Source: an optimization exercise on an open RTL-to-GDS flow (aim: small area and a short achievable clock period). Production flows keep margins and buffers that such runs may drop. Function was checked by simulation only, so behaviour that the tests miss may differ from the original.

==> design.v <==
module fir_filter
(
    input  logic        clk,      
    input  logic        reset,    
    input  logic [15:0] data_in,  
    output logic [15:0] data_out  
);
localparam FILTER_LENGTH = 10;                
localparam logic [16*FILTER_LENGTH-1:0] COEFFICIENTS = {16'd89, 16'd795, 16'd2665, 16'd5374, 16'd7461, 16'd7461, 16'd5374, 16'd2665, 16'd795, 16'd89};
logic [15:0] x[FILTER_LENGTH-1:0];             
logic [31:0] mult_results[FILTER_LENGTH-1:0];  
logic [31:0] sum_result;                       
logic [31:0] sum_all;                          
always_comb begin
    sum_all = '0;
    for (int i = 0; i < FILTER_LENGTH; i = i + 1)
        sum_all = sum_all + mult_results[i];
end
always_ff @(posedge clk or posedge reset) begin
    if (reset) begin
        for (int i = 0; i < FILTER_LENGTH; i = i + 1)begin
            x[i] <= '0;
            mult_results[i] <= '0;
        end
        sum_result   <= '0;
        data_out     <= '0;
    end else begin
        x[0] <= data_in;
        for(int i = 1; i < FILTER_LENGTH; i = i + 1) begin
            x[i] <= x[i-1];
        end
        for(int i = 0; i < FILTER_LENGTH; i = i + 1) begin
            mult_results[i] <= x[i] * COEFFICIENTS[16*i +: 16];
        end
        sum_result <= sum_all;
        data_out <= sum_result[31:16] + (sum_result[15] ? 1 : 0);  
    end
end
endmodule
==> run.sh <==
#!/bin/bash
# synth_recipe.tcl (not shown) runs the flow's synth.tcl, then flattens the netlist and writes it again
# the make line also repeats each setting of config.mk as NAME=value (left out here)
make -C /OpenROAD-flow-scripts/flow DESIGN_CONFIG=/design/flow/config.mk WORK_HOME=/design/flow/orfs CLKGATE_MAP_FILE= SYNTH_SCRIPT=/design/flow/synth_recipe.tcl finish
==> config.mk <==
export PLATFORM = sky130hd
export DESIGN_NAME = fir_filter
export DESIGN_NICKNAME = fir_filter
export VERILOG_FILES = /design/flow/design.v
export SDC_FILE = /design/flow/constraint.sdc
export NUM_CORES = 4
export LEC_CHECK = 0
export CAP_MARGIN = 20
export CORE_MARGIN = 2
export CORE_UTILIZATION = 40
export SLEW_MARGIN = 20
==> constraint.sdc <==
create_clock -name core_clock -period 7.0 [get_ports {clk}]
set_input_delay 1.4000 -clock core_clock [delete_from_list [all_inputs] [get_ports {clk}]]
set_output_delay 1.4000 -clock core_clock [all_outputs]
set_load 0.01 [all_outputs]
==> results by group <==
Status
  • Status: finished clean

Setup path
  • Worst setup SP type: register
  • Critical-path maximum fanout: 4
  • CP arrival: around 7 ns
  • CP Data Required Time: 7.56 ns
  • Kind of critical path: reg -> reg
  • CP Capture Type: register

GRT
  • First-pass GRT wire length: 184 mm
  • Vias in the first global route: 33000
  • Gr usage total: 0.188
  • Total gr overflow: 0
  • Initial antenna violation count: 1
  • Largest net degree at the start of global routing: 145

Finish
  • Multi-input gate area: 0.0340 mm2
  • Ratio of cells with drive above 1 in the final layout: 0.0349
  • Area Overhead vs Synth: 9.16%
  • Storage element area: 0.0111 mm2
  • FILL cells: 11700
  • Nets: roughly 6300
  • Cell area after layout: ~0.054 mm2

Logic synthesis
  • Post-synth top area share: 0.279
  • Post-synthesis sequential area ratio: 0.224
  • Synth cell types: 74
  • Syn Inst Count: 4542
  • Post-Syn Nets: 6187
  • Flops & latches, synth: 444
  • Synth area leaders: fa_1 28%, ha_1 24%, dfrtp_1 22%, inv_1 8.9%, xnor2_1 3.4%
  • Post-synth top cells: 1171 x inv_1, 936 x ha_1, 691 x fa_1
  • Synthesized area per cell: approximately 11 um2
  • Post-synth ARST share: 1.00
  • Count leader, synth: inv_1
  • EDFF count, synth: 0
  • Synth area leader: fa_1
  • Syn. warnings: 3
  • Mapped cell area: 0.0495 mm2
  • Post-synth top flop: dfrtp_1

Routing
  • Via/cell ratio: 4.81
  • Residual DRC: 0
  • Antenna Violating Nets Remaining: 0
  • Routed vias: a little over 30000
  • Routed WL per cell: 17.7 um
  • First-pass DRT Iterations: 7
  • Final wirelength: 112 mm
  • 1st-iter DRT viols: 1290

Clock tree
  • Root Driver: clkbuf_16
  • Clock sink count: approximately 440
  • CTS Buf Count: 54
  • Max clock buf depth: 3
  • Clk latency of the worst-skew pair: 0.64 ns
  • CTS tree: built
  • Clk slew on worst S/H paths: 0.06 ns
  • H-tree depth: 2

Placement
  • Detailed placement HPWL: 95.8 mm
  • Port Buffers: 33
  • Placed Area: 0.0521 mm2
  • Routability cong.: roughly 0.90
  • Pre-CTS setup slack: -0.0203 ns

Floorplan
  • Cell row count: roughly 130
  • Core area: 0.123 mm2
  • Initial Util: 0.402
  • Height of the chip: 356 um
  • Die width: 356 um
  • Die ar.: 0.127 mm2
  • Num ports: 34

Hold path
  • Hold Crit Class: reg -> reg

STA
  • Fmax: 150 MHz
  • Slew margin rel.: 0.412
  • Hold Worst Slack: ~0.47 ns
  • Worst slew pin tran: 0.875 ns
  • Final Hold Fails: 0
  • Setup Viol. Count Final: 0
  • Max Slew Vio Count: 0
  • Unrepaired setup endpoints after global routing: false
  • Clock skew: 0.0161 ns
  • Final worst slack: ~0.35 ns
  • Crit share post-route: 0.950
  • Fin Setup TNS: 0 ns
  • Min cycle time layout: 6.65 ns

Flow run
  • Max cap viols: 0
## flip-flops by register name, summed over array words and instances, names as in the netlist
signal        flops
sum_result       17
data_out         16
x               145
mult_results    266
## worst max-delay path, stage by stage (launching register included)
cell and delay, ns:
dfrtp_1 0.40, fa_1 0.55, ha_2 0.19, inv_1 0.06, fa_2 0.40, nor2b_1 0.15, o21ai_2 0.07, a21bo_1 0.24
a31oi_4 0.24, nor2_1 0.10, o21bai_1 0.13, a21oi_1 0.09, xnor2_1 0.15, fa_1 0.50, inv_1 0.05, fa_1 0.44
fa_1 0.51, inv_1 0.04, ha_1 0.28, and3_1 0.21, a221oi_2 0.32, o21ai_1 0.09, o211ai_1 0.29, o21ai_2 0.13
a21oi_2 0.22, o211ai_1 0.19, a221oi_2 0.33, xnor2_1 0.15
## metal layers
metal / global-route usage / part of all wire / vias to the layer above
met5: 0 / 0 / -
met4: 0.0392 / 0.019 / 0
met3: 0.0190 / 0.031 / 113
met2: 0.313 / 0.47 / 321
met1: 0.265 / 0.48 / 15300
li1: - / - / 14700
## stage by stage
stage               cells   util
global route         6332  0.438
global placement     6227  0.422
finish               6334  0.438
detailed placement   6227  0.422
floorplan            4542      -
CTS                  6327  0.438
## cell families (layout without fill, tap and decap cells)
| family | Yosys count | in the layout | synth area share |
|---|---|---|---|
| XOR/XNOR | 260 | 260 | 0.0460 |
| AND/OR/NAND/NOR | 443 | 443 | 0.0435 |
| buffers and inverters | 1176 | 1329 | 0.0891 |
| adder cells (fa/ha/maj) | 1627 | 1627 | 0.516 |
| AO/OA/AOI/OAI | 589 | 589 | 0.0805 |
| multiplexers | 3 | 3 | 0.000606 |
| flip-flops | 444 | 444 | 0.224 |
| other | 0 | 2 | 0 |
## what timing repair did
item / in CTS / in global routing
hold buffers: 0 / 0
endpoints found under the hold margin: 0 / 0
pin swaps: 0 / 9
cloned: 0 / 0
setup endpoints to repair: 2 / 8
setup buffers: 0 / 5
resized for setup: 1 / 7
## layout by cell type (no fill, tap or decap), types with 31 or more instances in the layout
cell | synthesis | routed
a21o_1 | 102 | 102
a21oi_1 | 182 | 182
clkbuf_16 | 0 | 55
clkdlybuf4s50_1 | 0 | 33
dfrtp_1 | 444 | 444
fa_1 | 691 | 690
ha_1 | 936 | 935
inv_1 | 1171 | 1170
nand2_1 | 85 | 85
nand3_1 | 54 | 54
nor2_1 | 134 | 134
nor3_1 | 31 | 31
o21a_1 | 33 | 33
o21ai_0 | 82 | 80
o21bai_1 | 33 | 33
xnor2_1 | 195 | 195
xor2_1 | 65 | 65
## path summary, 6_finish.rpt
kind | from | slack (ns) | end | cells past startpoint
max reg2reg | mult_results[0][1] | 0.35 | sum_result[30] | 27
max | mult_results[0][1] | 0.35 | sum_result[30] | 27
min reg2reg | x[0][6] | 0.47 | x[1][6] | 0
min in group asynchronous | reset | 1.25 | x[7][15] | 2
max in group asynchronous | reset | 4.50 | x[1][15] | 3
min | x[0][6] | 0.47 | x[1][6] | 0
## area by class of cell
| cell class | instances | area share |
|---|---|---|
| Antenna cell | 2 | 0.0000926 |
| Clock inverter | 35 | 0.00882 |
| Timing Repair Buffer | 58 | 0.0100 |
| Sequential cell | 444 | 0.206 |
| Clock buffer | 65 | 0.0267 |
| Tap cell | 1637 | 0.0379 |
| Inverter | 1171 | 0.0814 |
| Multi-Input combinational cell | 2922 | 0.630 |

-- afterwards: timing with drivers on the ports --
How much do the figures lean on ideal ports? The routed layout below was timed once more, with nothing changed but the port constraints. Step 1 (the two cells are an assumption about what drives the block):
set clk [get_ports {clk}]
set_driving_cell -lib_cell sky130_fd_sc_hd__clkbuf_16 $clk
set_driving_cell -lib_cell sky130_fd_sc_hd__buf_2 [delete_from_list [all_inputs] $clk]
Step 2 times the ports against the registers' clock, not the clock port: input delays grow and output delays shrink by t, the midpoint of the rising clock arrivals with the driver on. Slacks: ideal / step 1 / step 2; pairs: ideal / step 1.
t (ns): 0.706
setup WS [ns]: 0.349 / 0.349 / 0.349
latest minus earliest clock arrival (ns): 0.022 / 0.022
worst register clock-pin slew, ns: 0.06 / 0.06
After both steps this run still meets setup and hold. For this run, drivers alone change the setup slack by 0.000 ns; drivers and shift together by 0.000 ns.
